This design comes from an exercise in tuning for small area on the open sky130 flow, not from production work. At most, simulation tests tie the RTL to the original design; equivalence was not proved. Only the layout flow was run in runs 4 and 5; the RTL was not checked for function there. No run shown here takes its clock network from TritonCTS; it comes from the design's own scripts or RTL. The clock port is modelled as an ideal driver, which makes a skipped or thinned clock tree look cheaper than it is; a real chip needs a root buffer or a tree. Power is estimated from default activity; no workload was simulated.

File: design/flow/config.mk
export PLATFORM = sky130hd
export DESIGN_NAME = i2c_drive
export DESIGN_NICKNAME = i2c_drive
export VERILOG_FILES = /design/flow/design.v
export SDC_FILE = /design/flow/constraint.sdc
export NUM_CORES = 4
export LEC_CHECK = 0
export CAP_MARGIN = 20
export CORE_MARGIN = 2
export CORE_UTILIZATION = 40
export SLEW_MARGIN = 20
File: design/flow/constraint.sdc
create_clock -name core_clock -period 5.0 [get_ports {clk}]
set_input_delay 1.0000 -clock core_clock [delete_from_list [all_inputs] [get_ports {clk}]]
set_output_delay 1.0000 -clock core_clock [all_outputs]
set_load 0.01 [all_outputs]
File: design/flow/design.v
module i2c_drive(clk,rst_n,bit_ctrl,i2c_enable,i2c_rh_wl,i2c_addr,i2c_data_w,i2c_data_r,i2c_done,scl,sda_in,sda_out,sda_dir);
	input clk;
	input rst_n;
	input bit_ctrl;
	input i2c_enable;
	input i2c_rh_wl;
	input [15:0] i2c_addr;
	input [7:0] i2c_data_w;
	output reg [7:0] i2c_data_r;
	output i2c_done;
	output scl;
	input sda_in;
	output sda_out;
	output sda_dir;
	localparam IDLE=3'd0, SA=3'd1, A16=3'd2, A8=3'd3, DW=3'd4, AR=3'd5, DR=3'd6, STOP=3'd7;
	reg [2:0] state;
	reg [3:0] slot;		 
	reg [1:0] g;		 
	reg wr_flag;		 
	reg [23:0] sh;		 
	wire qa = g==2'b00;	 
	wire qd = g==2'b10;	 
	wire s_idle = state==IDLE;
	wire s_sa   = state==SA;
	wire s_a16  = state==A16;
	wire s_a8   = state==A8;
	wire s_dw   = state==DW;
	wire s_ar   = state==AR;
	wire s_dr   = state==DR;
	wire s_stop = state==STOP;
	wire lng = s_sa | s_ar;
	wire [3:0] last = s_stop ? 4'd3 : lng ? 4'd9 : 4'd8;
	wire ph_end = qd & (slot==last);
	wire shift = ~slot[3] & ((qd & (s_a16 | s_a8 | s_dw | (s_sa & ~bit_ctrl))) | (qa & s_dr));
	always @(posedge clk)
		if (s_idle)
			wr_flag <= i2c_rh_wl;
	wire hold = ~s_idle & ~shift;
	always @(posedge clk) begin
		sh <= ({24{s_idle}} & {i2c_addr, i2c_data_w}) | ({24{shift}} & {sh[22:0], sda_in}) | ({24{hold}} & sh);
	end
	always @(posedge clk) begin
		if (s_idle)
			slot <= 4'd15;
		else if (ph_end)
			slot <= 4'd0;
		else if (qd)
			slot <= slot + 4'd1;
	end
	always @(posedge clk)
		g[0] <= ~s_idle & ~g[1];
	always @(posedge clk or negedge rst_n) begin
		if (!rst_n) begin
			state <= IDLE;
			g[1] <= 1'b1;
		end else begin
			g[1] <= s_idle | g[0];
			case (state)
				IDLE: if (i2c_enable) state <= SA;
				SA:   if (ph_end) state <= bit_ctrl ? A16 : A8;
				A16:  if (ph_end) state <= A8;
				A8:   if (ph_end) state <= wr_flag ? AR : DW;
				DW:   if (ph_end) state <= STOP;
				AR:   if (ph_end) state <= DR;
				DR:   if (ph_end) state <= STOP;
				STOP: if (ph_end) state <= IDLE;
			endcase
		end
	end
	always @(posedge clk or negedge rst_n) begin
		if (!rst_n)
			i2c_data_r <= 8'd0;
		else if (s_dr & slot[3] & g==2'b11)
			i2c_data_r <= sh[7:0];
	end
	assign i2c_done = s_idle & ~g[1];
	assign scl = g[0] | s_idle | (s_sa & (slot==4'd15 | (slot==4'd0 & ~qd))) | (s_stop & ~(slot==4'd0 & qa));
	assign sda_dir = s_dr ? slot[3] : ~(slot==last & (lng | s_a16 | s_a8 | s_dw));
	reg bitv;
	always @(*) begin
		case (state)
			SA:   bitv = slot==4'd0 ? qa : (slot[0] & (~slot[2] | slot[3]));
			AR:   bitv = slot==4'd0 ? ~g[1] : (slot[0] & (~slot[2] | slot[3])) | (slot[3] & ~slot[0]);
			A16, A8, DW: bitv = sh[23];
			STOP: bitv = slot!=4'd0 | qd;
			default: bitv = 1'b1;
		endcase
	end
	assign sda_out = bitv;
endmodule
File: design/flow/flow/run.sh
#!/bin/bash
# The standard layout (standard.sh) with these changes:
#  - Yosys's technology mapping (abc) uses an area-oriented script
#    (flow/abc_area_map.script) in place of ORFS's delay-oriented one; the
#    registers come from the standard synthesis unchanged, abc maps only the
#    combinational logic;
#  - ports are buffered with the smallest buffer (buf_1);
#  - no timing repair at floorplan, and power (size) recovery after global
#    routing;
#  - the clock tree is built by flow/manual_cts.tcl: the clock port drives one
#    root buffer, which drives one leaf buffer per cluster of registers.
# ORFS's scripts are copied here and patched; each tool's log stays in
# orfs/logs, and make's output in flow_standard.log.
set -euo pipefail
here=$(pwd)
rm -rf "$here/orfs_scripts"
cp -r "$FLOW_HOME/scripts" "$here/orfs_scripts"
cp "$here/flow/abc_area_map.script" "$here/orfs_scripts/abc_speed.script"
cp "$here/flow/abc_area_map.script" "$here/orfs_scripts/abc_area.script"
python3 - "$here/orfs_scripts/cts.tcl" "$here/flow/manual_cts.tcl" <<'PY'
import sys
p, m = sys.argv[1], sys.argv[2]
s = open(p).read()
old = "log_cmd clock_tree_synthesis {*}$cts_args"
assert old in s
s = s.replace(old, "source %s\nmanual_clock_tree sky130_fd_sc_hd__clkbuf_1 sky130_fd_sc_hd__buf_4 5\ndetailed_placement\nsize_clock_leaves 0.100 {sky130_fd_sc_hd__buf_4 sky130_fd_sc_hd__buf_6 sky130_fd_sc_hd__buf_8 sky130_fd_sc_hd__buf_12}\ndetailed_placement" % m)
open(p, "w").write(s)
PY
export SCRIPTS_DIR="$here/orfs_scripts"
export BUFFER_PORTS_ARGS="-buffer_cell sky130_fd_sc_hd__buf_1"
# no timing repair before placement (it upsizes drivers of high-fanout nets
# that placement buffers anyway), and downsizing of non-critical cells after
# global routing
export REMOVE_ABC_BUFFERS=1
export RECOVER_POWER=100
bash standard.sh > "$here/flow_standard.log" 2>&1
File: design/flow/flow/abc_area_map.script
strash
&get -n
&deepsyn -T 20
&put
dch -f
amap
File: design/flow/flow/manual_cts.tcl
# A two-level clock tree: the clock port drives one root buffer, which drives
# one leaf buffer per cluster of registers (k-means on the clock pins'
# locations); each leaf buffer sits at its cluster's centre.
proc mcts_connect { block master name in_net sinks x y } {
  set buf [odb::dbInst_create $block $master $name]
  set net [odb::dbNet_create $block "clknet_$name"]
  $net setSigType CLOCK
  foreach it $sinks {
    $it disconnect
    $it connect $net
  }
  [$buf findITerm A] connect $in_net
  [$buf findITerm X] connect $net
  $buf setLocation [expr { int($x) }] [expr { int($y) }]
  $buf setPlacementStatus PLACED
}

proc manual_clock_tree { root_name leaf_name k } {
  set block [ord::get_db_block]
  set db [ord::get_db]
  set port_net [[$block findBTerm clk] getNet]
  $port_net setSigType CLOCK
  set sinks {}
  set xs {}
  set ys {}
  foreach it [$port_net getITerms] {
    lappend sinks $it
    set loc [[$it getInst] getLocation]
    lappend xs [lindex $loc 0]
    lappend ys [lindex $loc 1]
  }
  set n [llength $sinks]
  # k-means, seeded with evenly spaced sinks sorted by x
  set order [lsort -integer -indices $xs]
  set cx {}
  set cy {}
  for { set c 0 } { $c < $k } { incr c } {
    set i [lindex $order [expr { int(($c + 0.5) * $n / $k) }]]
    lappend cx [lindex $xs $i]
    lappend cy [lindex $ys $i]
  }
  for { set iter 0 } { $iter < 50 } { incr iter } {
    set asg {}
    for { set i 0 } { $i < $n } { incr i } {
      set best 0
      set bd 1e30
      for { set c 0 } { $c < $k } { incr c } {
        set d [expr { abs([lindex $xs $i] - [lindex $cx $c]) + abs([lindex $ys $i] - [lindex $cy $c]) }]
        if { $d < $bd } { set bd $d; set best $c }
      }
      lappend asg $best
    }
    set ncx {}
    set ncy {}
    for { set c 0 } { $c < $k } { incr c } {
      set sx 0.0; set sy 0.0; set m 0
      for { set i 0 } { $i < $n } { incr i } {
        if { [lindex $asg $i] == $c } {
          set sx [expr { $sx + [lindex $xs $i] }]
          set sy [expr { $sy + [lindex $ys $i] }]
          incr m
        }
      }
      if { $m > 0 } {
        lappend ncx [expr { $sx / $m }]
        lappend ncy [expr { $sy / $m }]
      } else {
        lappend ncx [lindex $cx $c]
        lappend ncy [lindex $cy $c]
      }
    }
    set cx $ncx
    set cy $ncy
  }
  set root_net_sinks {}
  set leaf_master [$db findMaster $leaf_name]
  set rx 0.0; set ry 0.0
  for { set c 0 } { $c < $k } { incr c } {
    set cs {}
    for { set i 0 } { $i < $n } { incr i } {
      if { [lindex $asg $i] == $c } { lappend cs [lindex $sinks $i] }
    }
    if { [llength $cs] == 0 } { continue }
    # the leaf buffer's input starts on the port net; it moves to the root's net below
    mcts_connect $block $leaf_master "clkbuf_1_${c}_clk" $port_net $cs [lindex $cx $c] [lindex $cy $c]
    lappend root_net_sinks [[$block findInst "clkbuf_1_${c}_clk"] findITerm A]
    set rx [expr { $rx + [lindex $cx $c] }]
    set ry [expr { $ry + [lindex $cy $c] }]
    puts "manual clock tree: leaf $c $leaf_name drives [llength $cs] sinks"
  }
  set kk [llength $root_net_sinks]
  mcts_connect $block [$db findMaster $root_name] "clkbuf_0_clk" $port_net $root_net_sinks [expr { $rx / $kk }] [expr { $ry / $kk }]
  puts "manual clock tree: root $root_name drives $kk leaves"
}

# Upsize each leaf buffer whose registers' clock pins see a slew above
# max_slew (ns, placement parasitics), through the given list of cells.
proc size_clock_leaves { max_slew sizes } {
  set block [ord::get_db_block]
  set_propagated_clock [all_clocks]
  estimate_parasitics -placement
  foreach inst [$block getInsts] {
    set name [$inst getName]
    if { ![string match "clkbuf_1_*_clk" $name] } { continue }
    while { 1 } {
      set worst 0.0
      foreach it [[[$inst findITerm X] getNet] getITerms] {
        if { [$it isInputSignal] || [[$it getMTerm] getName] == "CLK" } {
          set pin [get_pins "[[$it getInst] getName]/[[$it getMTerm] getName]"]
          set s [get_property $pin slew_max]
          if { $s > $worst } { set worst $s }
        }
      }
      set cur [[$inst getMaster] getName]
      set i [lsearch $sizes $cur]
      if { $worst <= $max_slew || $i < 0 || $i + 1 >= [llength $sizes] } {
        puts "clock leaf $name: $cur, worst register clock slew [format %.3f $worst] ns"
        break
      }
      replace_cell $name [lindex $sizes [expr { $i + 1 }]]
      estimate_parasitics -placement
    }
  }
}
File: design/flow/standard.sh
#!/bin/bash
# synth_recipe.tcl (not shown) runs the flow's synth.tcl, then flattens the netlist and writes it again
# the make line also repeats each setting of config.mk as NAME=value (left out here)
make -C /OpenROAD-flow-scripts/flow DESIGN_CONFIG=/design/flow/config.mk WORK_HOME=/design/flow/orfs CLKGATE_MAP_FILE= SYNTH_SCRIPT=/design/flow/synth_recipe.tcl "${@:-finish}"
==> flow_summary.ini, run 1 <==
[cells_and_area]
antenna_cells = 0
fin_cells = 270
layout-area-overhead-vs-synth_pct = 16.75
final_cell_area_sq_um = 1971
drive_gt1_frac = 0.03636
fin_nets = 254

[sta]
timing.final.crit_period_ps = 3976
period_share = 0.7953
rsz0062_at_grt = false
worstMarginPinSlew_ps = 842.1
setup_viol = 0
fmax_ghz = 0.2515
slew_headroom = 0.4241
hold_violations = 0
slew_violations = 0
skew_ps = 17.22

[power_and_ir_drop]
p_leak_nw = 0.7312
pwr-share-comb = 0.037
power.total_w = 0.0005300
seqPwrFrac = 0.659
peakVddDrop_uv = 200.4
intPower_w = 0.0004181
swShare = 0.2111
p_switching_w = 0.0001119
power.density_nw_per_um2 = 269.0
power.share.clock = 0.303

[synth]
syn_area_sq_um = 1688
synth_cells = 171
synth.top_cell.area_share = 0.3440
ys_seq_elements = 42
synth-seq-area-share = 0.5404
yosysWarnings = 1
yosys.area.top_type = dfxtp_1
postSynthAreaPerCell_sq_um = 9.871
synth.distinct_cells = 28
synth.area.top_cells = dfxtp_1 34%, dfrtp_1 16%, a222oi_1 14%

[grt]
grt_pass1_wl_mm = 6.292
grt_max_degree = 32
grt_use_total = 0.1681
antenna_found_initial = 0
grt.overflow.total = 0
grt_pass1_vias = 1389

[worst_setup_path]
cp_max_fo = 8
max_stage_delay_ps = 710
cp-end-kind = output pin
cpMaxStageDelayCell = a2111oi_0
cp.arrival_ps = 2980
critical_path_class = reg -> out
crit_required_ps = 4000
cp-start-kind = register
path_cells = clkinv_1, nor2_1, nand2_1, clkinv_1, nor2_1, a2111oi_0, clkinv_1, o22a_1, buf_1
path_common_cell = clkinv_1

[route]
wl_met1_mm = 1.704
vias_per_cell = 5.719
drtIter0Drc = 148
wl_met3_um = 319
first_pass_iters = 6
drc = 0
vias = 1544
top_layer = met4
wl_met2_mm = 1.902
wl_per_cell_um = 14.73
antenna_left = 0
wirelength_mm = 3.976

[placement]
placed_cells = 264
io_buffers = 41
dpl_cell_area_sq_um = 1926
gp_congestion = 0.9047
dpl.hpwl_mm = 2.977

[floorplan]
start_util = 0.4189
die_h_um = 68.96
core_region_area_sq_um = 4029
die_w_um = 68.96
die_area_sq_um = 4755
num_io_pins = 42
rows = 23

[run]
drv_cap = 0

[clock_network]
worstSkewPairLatency_ps = 510
cts_setup_buffers = 0
clk_pin_slew_ps = 90
cts_hold_buf = 0
ctsResizeCount = 0

[min_path]
hold_path_class = in -> async

[run_status]
outcome = finished clean
## cell usage after synthesis, drive strengths merged
| library cell | number |
|---|---|
| nand2 | 9 |
| o32ai | 1 |
| o21a | 2 |
| nand4 | 1 |
| edfxtp | 1 |
| dfxtp | 29 |
| o21ai | 6 |
| dfstp | 1 |
| o211ai | 1 |
| ha | 2 |
| nor3 | 3 |
| dfrtp | 11 |
| a31oi | 1 |
| o221ai | 1 |
| nor4 | 1 |
| clkinv | 38 |
| o22ai | 1 |
| nor2 | 16 |
| a222oi | 24 |
| o31a | 1 |
| nand3 | 3 |
| o22a | 1 |
| or3 | 1 |
| a221o | 1 |
| a22o | 8 |
| o31ai | 1 |
| a2111oi | 2 |
| a21oi | 4 |
## power by group through the flow
stage	combinational, W	clock, W	sequential [W]
after floorplan	0.00000881	0	0.000354
after global placement	0.0000192	0	0.000356
after detailed placement	0.0000201	0	0.000356
after CTS	0.0000203	0.000170	0.000349
after global routing	0.0000226	0.000183	0.000350
final	0.0000198	0.000161	0.000349
## area by class of cell
type                            count  area, sq um
Tap cell                           50        62.56
Sequential cell                    42        912.1
Multi-Input combinational cell     91        639.4
Buffer                              6        48.80
Timing Repair Buffer               43        165.2
Inverter                           38        142.6
Fill cell                         413         2058
## per-layer routing
| layer | vias up | global-route usage |
|---|---|---|
| met5 | - | 0 |
| met4 | 0 | 0.02451 |
| met2 | 81 | 0.2933 |
| li1 | 749 | - |
| met1 | 708 | 0.2223 |
| met3 | 6 | 0.02922 |
## per-stage QoR
| stage | util | TNS (ps) | worst slack (ps) | hold WS, ps |
|---|---|---|---|---|
| global route | 0.4891 | 0 | 822.0 | 473.4 |
| CTS | 0.4901 | 0 | 1077 | 451.3 |
| finish | 0.4891 | 0 | 1024 | 468.3 |
| floorplan | - | -28420 | -1185 | 422.3 |
| detailed placement | 0.4780 | 0 | 1677 | 454.0 |
| global placement | 0.4780 | 0 | 1827 | 441.7 |
## cells by family after synthesis
| group | after synthesis | synth area share |
|---|---|---|
| compound gates | 55 | 0.2758 |
| simple gates | 34 | 0.08451 |
| buf+inv | 38 | 0.08451 |
| flops | 42 | 0.5404 |
| fa+ha+maj | 2 | 0.01482 |
## critical path, delay by kind of cell (launching register included)
kind,cells,cell delay (ps)
AO/OA/AOI/OAI,2,990
buffers and inverters,4,650
flip-flops,1,490
AND/OR/NAND/NOR,3,360
## sequential cells by signal, summed over array words and instances (netlist names)
name and count:
sh 24, i2c_data_r 8, slot 4, state 3
g 2, wr_flag 1
## cell usage in the layout (no fill, tap or decap)
cell	instances
o22a_1	1
nand3_1	3
buf_4	4
o31ai_1	1
dfstp_2	1
o21a_1	2
dfxtp_1	29
a2111oi_2	1
buf_1	40
nand4_1	1
a21oi_1	4
dfrtp_1	11
nor2_1	16
a222oi_1	24
o22ai_1	1
o211ai_1	1
o32ai_1	1
o21ai_0	6
a31oi_1	1
nor4_1	1
or3_1	1
ha_1	2
a2111oi_0	1
nor3_1	3
a221o_1	1
edfxtp_1	1
o31a_1	1
nand2_1	9
clkinv_1	38
clkbuf_1	3
a22o_1	8
buf_6	2
o221ai_1	1
## final timing paths
path,slack [ps],start,endpoint,cells after the start
setup reg to reg,1810,state[1],sh[21],7
setup / recovery,1020,state[2],sda_dir,9
max in group asynchronous,4140,rst_n,i2c_data_r[7],1
hold / removal,470,rst_n,state[0],1
min in group core_clock,470,sh[17],sh[18],2
hold reg to reg,470,sh[17],sh[18],2
==> inputs of run 2 (changes only) <==
--- a/design/flow/design.v
+++ b/design/flow/design.v
@@ -30,6 +30,7 @@
 	wire s_stop = state==STOP;
 	wire lng = s_sa | s_ar;
-	wire [3:0] last = s_stop ? 4'd3 : lng ? 4'd9 : 4'd8;
-	wire ph_end = qd & (slot==last);
+	wire at9 = slot[3] & ~slot[1] & slot[0];	 
+	wire at_last = s_stop ? (slot[1] & slot[0]) : lng ? at9 : slot[3];
+	wire ph_end = qd & at_last;
 	wire shift = ~slot[3] & ((qd & (s_a16 | s_a8 | s_dw | (s_sa & ~bit_ctrl))) | (qa & s_dr));
 	always @(posedge clk)
@@ -75,13 +76,15 @@
 	end
 	assign i2c_done = s_idle & ~g[1];
-	assign scl = g[0] | s_idle | (s_sa & (slot==4'd15 | (slot==4'd0 & ~qd))) | (s_stop & ~(slot==4'd0 & qa));
-	assign sda_dir = s_dr ? slot[3] : ~(slot==last & (lng | s_a16 | s_a8 | s_dw));
+	assign scl = g[0] | s_idle
+		| (s_sa & ((slot[3] & slot[1]) | (slot==4'd0 & ~qd)))
+		| (s_stop & (slot[1] | slot[0] | ~qa));
+	assign sda_dir = s_dr ? slot[3] : ~(at_last & ~s_idle & ~s_stop);
 	reg bitv;
 	always @(*) begin
 		case (state)
 			SA:   bitv = slot==4'd0 ? qa : (slot[0] & (~slot[2] | slot[3]));
-			AR:   bitv = slot==4'd0 ? ~g[1] : (slot[0] & (~slot[2] | slot[3])) | (slot[3] & ~slot[0]);
+			AR:   bitv = slot==4'd0 ? ~g[1] : (slot[3] | (slot[0] & ~slot[2]));
 			A16, A8, DW: bitv = sh[23];
-			STOP: bitv = slot!=4'd0 | qd;
+			STOP: bitv = slot[1] | slot[0] | qd;
 			default: bitv = 1'b1;
 		endcase
--- a/design/flow/flow/manual_cts.tcl
+++ b/design/flow/flow/manual_cts.tcl
@@ -1,4 +1,4 @@
 # A two-level clock tree: the clock port drives one root buffer, which drives
-# one leaf buffer per cluster of registers (k-means on the clock pins'
+# one leaf buffer per cluster of registers (balanced k-means on the registers'
 # locations); each leaf buffer sits at its cluster's centre.
 proc mcts_connect { block master name in_net sinks x y } {
@@ -40,14 +40,22 @@
     lappend cy [lindex $ys $i]
   }
+  # k-means with balanced clusters: each pass assigns the closest
+  # (register, centre) pairs first, at most cap registers per centre
+  set cap [expr { ($n + $k - 1) / $k }]
   for { set iter 0 } { $iter < 50 } { incr iter } {
-    set asg {}
+    set pairs {}
     for { set i 0 } { $i < $n } { incr i } {
-      set best 0
-      set bd 1e30
       for { set c 0 } { $c < $k } { incr c } {
-        set d [expr { abs([lindex $xs $i] - [lindex $cx $c]) + abs([lindex $ys $i] - [lindex $cy $c]) }]
-        if { $d < $bd } { set bd $d; set best $c }
+        lappend pairs [list [expr { abs([lindex $xs $i] - [lindex $cx $c]) + abs([lindex $ys $i] - [lindex $cy $c]) }] $i $c]
       }
-      lappend asg $best
+    }
+    set asg [lrepeat $n -1]
+    set cnt [lrepeat $k 0]
+    foreach pr [lsort -real -index 0 $pairs] {
+      lassign $pr d i c
+      if { [lindex $asg $i] < 0 && [lindex $cnt $c] < $cap } {
+        lset asg $i $c
+        lset cnt $c [expr { [lindex $cnt $c] + 1 }]
+      }
     }
     set ncx {}
==> flow_summary.ini, run 2 <==
[run_status]
outcome = finished clean

[sta]
worstMarginPinSlew_ps = 830.6
setup_viol = 0
fmax_ghz = 0.2824
hold_violations = 0
timing.final.crit_period_ps = 3541
slew_headroom = 0.4463
skew_ps = 10.31
holdWs_ps = 471.1
period_share = 0.7082
rsz0062_at_grt = false
slew_violations = 0
finalSetupTns_ps = 0

[worst_setup_path]
path_cells = nor2_1, clkinv_1, nor2_2, buf_4, clkinv_1, nand2_1, nor2_1, a21oi_1, buf_1
cp-start-kind = register
cp-end-kind = output pin
cpMaxStageDelayCell = dfrtp_1
crit_required_ps = 4000
cp.arrival_ps = 2540
cp_max_fo = 30
max_stage_delay_ps = 470
crit_buf_inv = 4
crit_family = buffers and inverters
critical_path_class = reg -> out

[clock_network]
worstSkewPairLatency_ps = 510
clk_pin_slew_ps = 80
ctsResizeCount = 0
cts_hold_buf = 0
cts_setup_buffers = 0

[placement]
gp_congestion = 0.8936
io_buffers = 41
dpl.hpwl_mm = 2.967

[cells_and_area]
fin_nets = 254
layout-area-overhead-vs-synth_pct = 16.15
reg_top3 = sh (24), i2c_data_r (8), slot (4)
drive_gt1_frac = 0.03182
largest_reg_flops = 24
mostFrequentLayoutCells = 40 x buf_1, 39 x clkinv_1, 29 x dfxtp_1
regMostFlops = sh
layout_commonest_cell = buf_1
antenna_cells = 0

[synth]
synth.distinct_cells = 26
synth_commonest_cells = 39 x clkinv_1, 29 x dfxtp_1, 24 x a222oi_1, 16 x nor2_1, 11 x dfrtp_1
ys.flop_type = dfxtp_1
yosysWarnings = 1
yosysMostFrequentCell = clkinv_1
synth.top_cell.area_share = 0.3452
yosys.area.top_type = dfxtp_1
synthArstFlopShare = 0.2857
synth.area.top_cells = dfxtp_1 35%, dfrtp_1 16%, a222oi_1 14%
postSynthAreaPerCell_sq_um = 9.834
synth-seq-area-share = 0.5424
synth_cells = 171
synth_enable_flop_cells = 1
ys_seq_elements = 42
syn_area_sq_um = 1682

[grt]
grt.overflow.total = 0
grt_pass1_wl_mm = 6.196
grt_pass1_vias = 1385
grt_use_total = 0.1651
antenna_found_initial = 0
grt_max_degree = 31

[power_and_ir_drop]
intPower_w = 0.0005220
power.density_nw_per_um2 = 396.1
seqPwrFrac = 0.573
p_leak_nw = 0.7546
pwr-share-comb = 0.229
peakVddDrop_uv = 182.0
power.share.clock = 0.198
swShare = 0.3253
p_switching_w = 0.0002516

[route]
antenna_left = 0
first_pass_iters = 6
wl_per_cell_um = 14.72
drc = 0
vias = 1521
wirelength_mm = 3.975
vias_per_cell = 5.633
drtIter0Drc = 110

[floorplan]
die_w_um = 68.84
rows = 23
die_h_um = 68.84
core_region_area_sq_um = 4029
die_area_sq_um = 4739
start_util = 0.4174
num_io_pins = 42

[run]
drv_cap = 0

[min_path]
hold_path_class = reg -> reg
==> run 2: power groups by stage <==
stage               Sequential [W]  Combinational [W]  Clock (W)
global placement          0.000447           0.000170          0
global route              0.000449           0.000201   0.000173
floorplan                 0.000433           0.000134          0
detailed placement        0.000449           0.000179          0
finish                    0.000444           0.000177   0.000153
CTS                       0.000442           0.000181   0.000160
==> run 2: cell families (layout without fill, tap and decap cells) <==
kind of cell | Yosys count | after routing | synth area share
fa+ha+maj | 2 | 2 | 0.01488
compound gates | 54 | 54 | 0.2716
flops | 42 | 42 | 0.5424
simple gates | 34 | 34 | 0.08409
buf+inv | 39 | 88 | 0.08705
==> run 2: cell type report <==
| class | instances | area (sq um) |
|---|---|---|
| buffer | 6 | 41.29 |
| fill | 419 | 2076 |
| inverter | 39 | 146.4 |
| multi-input combinational | 90 | 625.6 |
| sequential | 42 | 912.1 |
| tap | 50 | 62.56 |
| timing repair buffer | 43 | 165.2 |
==> run 2: path summary, 6_finish.rpt <==
check | start | end | slack (ps) | cells after the start
worst min register to register | sh[8] | sh[8] | 470 | 2
worst max register to register | state[1] | sh[5] | 1460 | 12
worst max-delay path | state[1] | sda_dir | 1460 | 9
max in group asynchronous | rst_n | i2c_data_r[4] | 4110 | 1
worst min-delay path | sh[8] | sh[8] | 470 | 2
min in group asynchronous | rst_n | state[2] | 480 | 1
==> run 2: stage by stage <==
step / area, sq um / util / total power, W / setup slack [ps] / std cells
2_1_floorplan: 1682 / - / 0.0005670 / 1207 / 171
3_3_place_gp: 1916 / 0.4755 / 0.0006176 / 1877 / 264
3_5_place_dp: 1916 / 0.4755 / 0.0006288 / 1717 / 264
4_1_cts: 1957 / 0.4857 / 0.0007833 / 1392 / 270
5_1_grt: 1953 / 0.4848 / 0.0008228 / 1077 / 270
6_report: 1953 / 0.4848 / 0.0007736 / 1459 / 270
==> run 2: per-layer routing <==
metal,global-route usage,share of wire,vias to the layer above
li1,-,-,749
met1,0.2190,0.42,711
met2,0.2825,0.48,52
met3,0.02597,0.079,9
met4,0.03922,0.020,0
met5,0,0,-
==> run 2: worst min-delay path: stages (launching register included) <==
cell and delay, ps:
dfxtp_1 340, a222oi_1 70, clkinv_1 40
==> inputs of run 3 (changes only) <==
--- a/design/flow/design.v
+++ b/design/flow/design.v
@@ -47,5 +47,5 @@
 			slot <= 4'd0;
 		else if (qd)
-			slot <= slot + 4'd1;
+			slot <= {slot[3] ^ (slot[2] & slot[1] & slot[0]), slot[2] ^ (slot[1] & slot[0]), slot[1] ^ slot[0], ~slot[0]};
 	end
 	always @(posedge clk)
==> flow_summary.ini, run 3 <==
[min_path]
hold_path_class = reg -> reg

[run]
drv_cap = 0

[power_and_ir_drop]
peakVddDrop_uv = 287.0
power.density_nw_per_um2 = 661.8
seqPwrFrac = 0.457
p_leak_nw = 0.7341
power.share.clock = 0.115
intPower_w = 0.0007581
power.total_w = 0.001282
p_switching_w = 0.0005238
pwr-share-comb = 0.428
swShare = 0.4086

[worst_setup_path]
path_common_cell = nor2_1
max_stage_delay_ps = 860
r2r_setup_slack_ps = 1360
crit_family = simple AND/OR/NAND/NOR gates
cp-start-kind = register
cp_max_fo = 17
crit_required_ps = 4000
path_cells = nor2_1, clkinv_1, nor2_1, clkinv_1, nor2_1, buf_1
cpMaxStageDelayCell = nor2_1
crit_buf_inv = 3
cp-end-kind = output pin
cp.arrival_ps = 2920
critical_path_class = reg -> out

[route]
wl_per_cell_um = 14.10
drtIter0Drc = 167
antenna_left = 0
vias = 1519
wirelength_mm = 3.807
first_pass_iters = 5
vias_per_cell = 5.626
drc = 0

[clock_network]
cts_setup_buffers = 0
clk_pin_slew_ps = 80
ctsResizeCount = 0
worstSkewPairLatency_ps = 500
cts_hold_buf = 0

[sta]
skew_ps = 11.07
rsz0062_at_grt = false
finalSetupTns_ps = 0
slew_headroom = 0.2488
period_share = 0.7840
timing.final.crit_period_ps = 3920
hold_violations = 0
fmax_ghz = 0.2551
slew_violations = 0
setup_viol = 0
worstMarginPinSlew_ps = 1123

[synth]
ys.flop_type = dfxtp_1
synth_enable_flop_cells = 1
ys_seq_elements = 42
synth.distinct_cells = 23
synth.area.top_cells = dfxtp_1 35%, dfrtp_1 17%, a222oi_1 14%
yosys.area.top_type = dfxtp_1
syn_area_sq_um = 1668
synth.top_cell.area_share = 0.3481
yosysMostFrequentCell = clkinv_1
synthArstFlopShare = 0.2857
postSynthAreaPerCell_sq_um = 9.754
yosysWarnings = 1
synth-seq-area-share = 0.5469
synth_commonest_cells = 37 x clkinv_1, 29 x dfxtp_1, 24 x a222oi_1, 18 x nor2_1
synth_cells = 171

[grt]
grt_max_degree = 26
grt_pass1_vias = 1455
antenna_found_initial = 0
grt.overflow.total = 0
grt_use_total = 0.1670
grt_pass1_wl_mm = 6.223

[cells_and_area]
antenna_cells = 0
regMostFlops = sh
n_fill_cell = 402
utilization = 0.4842
drive_gt1_frac = 0.02727
largest_reg_flops = 24
layout-area-overhead-vs-synth_pct = 16.13
mostFrequentLayoutCells = 40 x buf_1, 37 x clkinv_1, 29 x dfxtp_1
fin_nets = 254
fin_cells = 270
reg_top3 = sh (24), i2c_data_r (8), slot (4)
layout_commonest_cell = buf_1

[placement]
gp_congestion = 0.7959
dpl.hpwl_mm = 2.800
placed_cells = 264
io_buffers = 41

[floorplan]
die_h_um = 68.57
die_area_sq_um = 4702
rows = 23
start_util = 0.4170
die_w_um = 68.57
num_io_pins = 42
core_region_area_sq_um = 4000

[run_status]
outcome = finished clean
-- run 3: kinds of logic after synthesis --
kind of cell,synth area share
adder cells (fa/ha/maj),0.01500
buffers and inverters,0.08327
AO/OA/AOI/OAI,0.2723
AND/OR/NAND/NOR,0.08252
flip-flops,0.5469
-- run 3: path summary, 6_finish.rpt --
kind | from | end | cells after the start
min in group asynchronous | rst_n | state[2] | 1
worst max register to register | state[1] | sh[18] | 8
worst min register to register | sh[14] | sh[15] | 2
worst max-delay path | state[1] | i2c_done | 6
worst min-delay path | sh[14] | sh[15] | 2
max in group asynchronous | rst_n | i2c_data_r[1] | 1
-- run 3: metal layers --
metal  vias to the layer above  wire, um  share of wire  global-route usage
met5                         -         0              0                   0
met4                         0        97          0.025             0.05750
met3                        10       240          0.063             0.02273
met2                        55      1821           0.48              0.2861
met1                       712      1649           0.43              0.2155
li1                        742         -              -                   -
-- run 3: layout make-up --
type	instances	area, sq um	share of cell area
Buffer	6	41.29	0.02132
Timing Repair Buffer	43	161.4	0.08333
Tap cell	50	62.56	0.03230
Inverter	37	138.9	0.07171
Multi-Input combinational cell	92	620.6	0.3204
Sequential cell	42	912.1	0.4709
-- run 3: power groups by stage --
stage | Clock (W) | Sequential (W) | Combinational, W
2_1_floorplan | 0 | 0.000569 | 0.000414
3_3_place_gp | 0 | 0.000587 | 0.000531
3_5_place_dp | 0 | 0.000592 | 0.000550
4_1_cts | 0.000157 | 0.000586 | 0.000554
5_1_grt | 0.000169 | 0.000601 | 0.000628
6_report | 0.000148 | 0.000586 | 0.000548
-- run 3: tightest hold or removal path, delay by kind of cell (launching register included) --
kind | cells | cell delay, ps
flops | 1 | 330
compound gates | 1 | 60
buf+inv | 1 | 50
-- run 3: metrics by stage --
step                instance area (sq um)  hold slack, ps  setup slack, ps
global route                         1937           490.2            727.8
finish                               1937           465.6             1080
CTS                                  1947           470.3             1397
detailed placement                   1906           448.6             1624
floorplan                            1668           430.7             1571
global placement                     1906           437.6             1706
==> inputs of run 4 (changes only) <==
--- a/design/flow/design.v
+++ b/design/flow/design.v
@@ -13,5 +13,5 @@
 	output sda_out;
 	output sda_dir;
-	localparam IDLE=3'd0, SA=3'd1, A16=3'd2, A8=3'd3, DW=3'd4, AR=3'd5, DR=3'd6, STOP=3'd7;
+	localparam IDLE=3'd0, SA=3'd2, A16=3'd3, A8=3'd1, DW=3'd5, AR=3'd6, DR=3'd7, STOP=3'd4;
 	reg [2:0] state;
 	reg [3:0] slot;		 
==> flow_summary.ini, run 4 <==
[run_status]
outcome = finished clean

[route]
drc = 0
vias_per_cell = 5.608
wl_per_cell_um = 14.76
wirelength_mm = 3.955
drtIter0Drc = 153
antenna_left = 0
first_pass_iters = 5
vias = 1503

[clock_network]
ctsResizeCount = 0
cts_setup_buffers = 0
clk_pin_slew_ps = 90
cts_hold_buf = 0
worstSkewPairLatency_ps = 480

[sta]
slew_headroom = 0.4826
rsz0062_at_grt = false
period_share = 0.7057
holdWs_ps = 470.3
fin_ws_ps = 1471
slew_violations = 0
timing.final.crit_period_ps = 3529
skew_ps = 23.62
hold_violations = 0
finalSetupTns_ps = 0
fmax_ghz = 0.2834
worstMarginPinSlew_ps = 776.0
setup_viol = 0

[power_and_ir_drop]
swShare = 0.4204
seqPwrFrac = 0.464
power.density_nw_per_um2 = 680.8
peakVddDrop_uv = 275.3
p_leak_nw = 0.7673
pwr-share-comb = 0.421
power.share.clock = 0.116
p_switching_w = 0.0005572
intPower_w = 0.0007681

[cells_and_area]
fin_nets = 252
utilization = 0.4867
reg_top3 = sh (24), i2c_data_r (8), slot (4)
largest_reg_flops = 24
n_fill_cell = 417
layout-area-overhead-vs-synth_pct = 16.99
layout_commonest_cell = buf_1
regMostFlops = sh
antenna_cells = 0
final_cell_area_sq_um = 1947
mostFrequentLayoutCells = 40 x buf_1, 36 x clkinv_1, 29 x dfxtp_1
drive_gt1_frac = 0.03670

[min_path]
min_path_cells = 2
min_to = sh[11]
hp-start = sh[11]
hold_path_class = reg -> reg

[placement]
dpl.hpwl_mm = 2.942
gp_congestion = 0.8521
pre_cts_slack_ps = 2205
io_buffers = 41
dpl_cell_area_sq_um = 1912

[floorplan]
start_util = 0.4160
die_area_sq_um = 4692
num_io_pins = 42
die_w_um = 68.50
die_h_um = 68.50
core_region_area_sq_um = 4000
rows = 23

[grt]
grt.overflow.total = 0
grt_pass1_wl_mm = 6.099
grt_max_degree = 26
antenna_found_initial = 0
grt_use_total = 0.1662
grt_pass1_vias = 1367

[synth]
syn_area_sq_um = 1664
synth_commonest_cells = 36 x clkinv_1, 29 x dfxtp_1, 24 x a222oi_1, 15 x nor2_1
yosysMostFrequentCell = clkinv_1
postSynthAreaPerCell_sq_um = 9.905
ys_seq_elements = 42
yosysWarnings = 1
ys.flop_type = dfxtp_1
synth.distinct_cells = 24
synth.area.top_cells = dfxtp_1 35%, dfrtp_1 17%, a222oi_1 14%
synth.top_cell.area_share = 0.3489
synthArstFlopShare = 0.2857
synth_enable_flop_cells = 1
synth_cells = 168
yosys.area.top_type = dfxtp_1
synth-seq-area-share = 0.5481

[worst_setup_path]
cp.arrival_ps = 2530
r2r_end = sh[17]
crit_buf_inv = 4
cp-end-kind = output pin
cp_max_fo = 19
crit_required_ps = 4000
path_cells = clkinv_1, nand2_1, nor2_1, buf_4, clkinv_1, nor2_1, buf_1
max_stage_delay_ps = 570
r2r_setup_slack_ps = 2190
crit_family = simple AND/OR/NAND/NOR gates
path_depth = 7
r2r_cells = 8
r2r_start = state[1]
cp-start-kind = register
critical_path_class = reg -> out
cpMaxStageDelayCell = nor2_1

[run]
drv_cap = 0
==> run 4: changes by cell type in the layout (fill, tap and decap cells not counted), moves of 2 or more <==
cell     delta
nand2_1     +5
nor3_1      -4
nor2_1      -3
buf_4       +2
nor4_1      +2
o21ai_0     -2
==> run 4: cell type report <==
| cell class | instances | area, sq um | area share |
|---|---|---|---|
| Tap cell | 50 | 62.56 | 0.03213 |
| Multi-Input combinational cell | 90 | 623.1 | 0.3201 |
| Inverter | 36 | 135.1 | 0.06941 |
| Sequential cell | 42 | 912.1 | 0.4685 |
| Buffer | 6 | 41.29 | 0.02121 |
| Timing Repair Buffer | 44 | 172.7 | 0.08869 |
==> run 4: logic make-up after synthesis <==
group | count (synthesis) | synth area share
flops | 42 | 0.5481
simple gates | 33 | 0.08346
compound gates | 55 | 0.2722
buf+inv | 36 | 0.08120
fa+ha+maj | 2 | 0.01504
==> run 4: how the worst max path moves through the flow <==
stage,from,to,slack [ps]
detailed placement,state[1],i2c_done,2200
global placement,state[1],i2c_done,2260
floorplan,bit_ctrl,sh[0],1720
CTS,state[1],i2c_done,1640
global route,state[1],i2c_done,1220
finish,state[1],i2c_done,1470
==> run 4: power groups by stage <==
stage                     combinational [W]  clock [W]  sequential (W)
after floorplan                    0.000408          0        0.000592
after global placement             0.000561          0        0.000619
after detailed placement           0.000570          0        0.000619
after CTS                          0.000573   0.000162        0.000613
after global routing               0.000639   0.000177        0.000634
final                              0.000558   0.000153        0.000615
==> run 4: routing by layer <==
metal / up-vias / share of wire / wire, um / track usage
met5: - / 0 / 0 / 0
met4: 0 / 0.0086 / 34 / 0.02000
met3: 4 / 0.072 / 283 / 0.02435
li1: 736 / - / - / -
met2: 50 / 0.47 / 1872 / 0.2764
met1: 713 / 0.45 / 1765 / 0.2352
==> run 4: worst register-to-register path: stages, from the launching register on <==
cell and delay (ps):
dfrtp_1 460, clkinv_1 110, nand2_1 120, nor2_1 570, buf_4 360, nor2_1 160
clkbuf_1 360, a222oi_1 420, clkinv_1 120
==> run 4: stage by stage <==
stage / instances / power [W]
final: 268 / 0.001325
after global routing: 268 / 0.001451
after CTS: 268 / 0.001348
after detailed placement: 262 / 0.001189
after global placement: 262 / 0.001179
after floorplan: 168 / 0.001000
==> inputs of run 5 (changes only) <==
--- a/design/flow/design.v
+++ b/design/flow/design.v
@@ -13,5 +13,5 @@
 	output sda_out;
 	output sda_dir;
-	localparam IDLE=3'd0, SA=3'd2, A16=3'd3, A8=3'd1, DW=3'd5, AR=3'd6, DR=3'd7, STOP=3'd4;
+	localparam IDLE=3'd0, SA=3'd2, A16=3'd1, A8=3'd3, DW=3'd6, AR=3'd7, DR=3'd5, STOP=3'd4;
 	reg [2:0] state;
 	reg [3:0] slot;		 
==> flow_summary.ini, run 5 <==
[run_status]
outcome = finished clean

[cells_and_area]
largest_reg_flops = 24
multi_input_area_sq_um = 619.3
n_fill_cell = 397
fin_nets = 253
antenna_cells = 0
regMostFlops = sh
mostFrequentLayoutCells = 40 x buf_1, 37 x clkinv_1, 29 x dfxtp_1
layout_commonest_cell = buf_1
utilization = 0.4858
reg_top3 = sh (24), i2c_data_r (8), slot (4)
layout-area-overhead-vs-synth_pct = 16.77
register_area_sq_um = 912.1
drive_gt1_frac = 0.03196
final_cell_area_sq_um = 1943

[run]
drv_cap = 0

[placement]
dpl_cell_area_sq_um = 1912
dpl.hpwl_mm = 2.786
gp_congestion = 0.8106
io_buffers = 41

[power_and_ir_drop]
power.density_nw_per_um2 = 708.4
peakVddDrop_uv = 291.7
p_leak_nw = 0.7196

[grt]
antenna_found_initial = 0
grt_pass1_wl_mm = 6.306
grt_use_met3 = 0.02110
grt.overflow.total = 0
busiest_layer = met2
grt_max_degree = 28
met1_usage = 0.2164
grt_use_total = 0.1700
use_met2 = 0.3053
grt_pass1_vias = 1418

[synth]
ys.flop_type = dfxtp_1
synth_enable_flop_cells = 1
synth.distinct_cells = 22
synth.area.top_cells = dfxtp_1 35%, dfrtp_1 17%, a222oi_1 14%
synth.top_cell.area_share = 0.3489
yosysMostFrequentCell = clkinv_1
yosysWarnings = 1
ys_seq_elements = 42
synth_commonest_cells = 37 x clkinv_1, 29 x dfxtp_1, 24 x a222oi_1, 17 x nor2_1, 12 x o21ai_0
synth_cells = 169
synth-seq-area-share = 0.5481
syn_area_sq_um = 1664
postSynthAreaPerCell_sq_um = 9.847
synthArstFlopShare = 0.2857
yosys.area.top_type = dfxtp_1

[sta]
skew_ps = 13.35
period_share = 0.6826
slew_headroom = 0.2182
fmax_ghz = 0.2930
rsz0062_at_grt = false
hold_violations = 0
setup_viol = 0
worstMarginPinSlew_ps = 1173
finalSetupTns_ps = 0
slew_violations = 0
timing.final.crit_period_ps = 3413

[floorplan]
die_w_um = 68.50
die_area_sq_um = 4692
core_region_area_sq_um = 4000
start_util = 0.4160
rows = 23
die_h_um = 68.50
num_io_pins = 42

[route]
wirelength_mm = 3.719
vias_per_cell = 5.550
vias = 1493
antenna_left = 0
drtIter0Drc = 130
first_pass_iters = 5
wl_per_cell_um = 13.83
drc = 0

[worst_setup_path]
critical_path_class = reg -> reg
max_stage_delay_ps = 880
crit_required_ps = 5380
cp_max_fo = 27
cp.arrival_ps = 3790
cpMaxStageDelayCell = clkbuf_1
path_cells = nor2_1, clkinv_1, nor2_1, clkbuf_1, nor2_1, clkbuf_1, a222oi_1, clkinv_1
cp-start-kind = register
cp-end-kind = register
path_common_cell = nor2_1

[clock_network]
cts_setup_buffers = 0
clk_pin_slew_ps = 90
ctsResizeCount = 0
worstSkewPairLatency_ps = 500
cts_hold_buf = 0

[min_path]
hold_path_class = reg -> reg
==> run 5: cell types whose count changed in the layout (fill, tap and decap cells not counted), sizes merged, moves of 2 or more <==
cell | before | now
a22o | 8 | 1
a31oi | 2 | 0
nand2 | 11 | 8
nor2 | 15 | 17
o211ai | 2 | 0
o21a | 0 | 2
o21ai | 9 | 12
o22a | 1 | 9
==> run 5: per-layer routing <==
metal	wire length, um	part of all wire
met1	1617	0.43
met2	1768	0.48
met3	261	0.070
met4	72	0.019
met5	0	0
==> run 5: path summary, 6_finish.rpt <==
check	from	endpoint	slack (ps)	depth (start not counted)
max	state[1]	sh[18]	1590	8
min	sh[18]	sh[19]	470	2
max reg2reg	state[1]	sh[18]	1590	8
min reg2reg	sh[18]	sh[19]	470	2
max in group asynchronous	rst_n	i2c_data_r[4]	4100	1
min in group asynchronous	rst_n	i2c_data_r[6]	480	1
==> run 5: power by group <==
part / switching (W) / internal [W]
logic: 0.000343 / 0.000260
clock network: 0.0000997 / 0.0000531
registers: 0.000119 / 0.000502
total: 0.000561 / 0.000815
==> run 5: worst max-delay path, delay by kind of cell (launching register included) <==
family | cells | cell delay [ps]
AOI/OAI and AO/OA | 1 | 460
buffers and inverters | 4 | 1620
DFF | 1 | 420
and+or+nand+nor | 3 | 770
==> run 5: metrics by stage <==
| step | cells | power, W | hold WS, ps | setup WS (ps) |
|---|---|---|---|---|
| finish | 269 | 0.001376 | 470.3 | 1587 |
| global placement | 263 | 0.001207 | 443.5 | 2111 |
| global route | 269 | 0.001508 | 487.6 | 1309 |
| floorplan | 169 | 0.001053 | 427.0 | 422.7 |
| CTS | 269 | 0.001398 | 444.4 | 1711 |
| detailed placement | 263 | 0.001240 | 451.5 | 2055 |
==> run 5: layout make-up <==
class                   instances  share of cell area
repair buffers                 44             0.08693
well taps                      50             0.03220
plain buffers                   6             0.02125
multi-input cells              90              0.3187
flip-flops and latches         42              0.4694
inverters                      37             0.07147
==> run 5: cells by family (layout without fill, tap and decap cells) <==
| family | after synthesis | in the layout | synth area share |
|---|---|---|---|
| adder cells (fa/ha/maj) | 2 | 2 | 0.01504 |
| flip-flops | 42 | 42 | 0.5481 |
| buffers and inverters | 37 | 87 | 0.08346 |
| AND/OR/NAND/NOR | 31 | 31 | 0.07669 |
| AO/OA/AOI/OAI | 57 | 57 | 0.2767 |

## re-timing with driven ports
The flow's constraints put no driver on any port. The routed layouts listed below were extracted and timed again, unchanged, in two steps. Step 1: set_driving_cell puts a clkbuf_16 on clk and a buf_2 on each other input, an assumption about the parent block. Step 2, shift: input delay + t, output delay - t, t = (earliest + latest rising clock arrival at the registers) / 2. This alone moves slack from input paths to output paths. a / b / c = no drivers / after step 1 / after step 2; a / b = the first two.
run	t (ns)	slack for setup (ns)	latest minus earliest clock arrival (ns)	pins driven straight from the clock port
run 1	0.520	1.024 / 1.001 / 1.520	0.017 / 0.017	1
run 2	0.526	1.459 / 1.437 / 1.464	0.013 / 0.013	1
run 3	0.515	1.080 / 1.058 / 1.314	0.012 / 0.012	1
run 4	0.493	1.471 / 1.450 / 1.943	0.024 / 0.024	1
run 5	0.514	1.587 / 1.587 / 1.587	0.014 / 0.014	1
After both steps setup and hold are still met in every run listed.
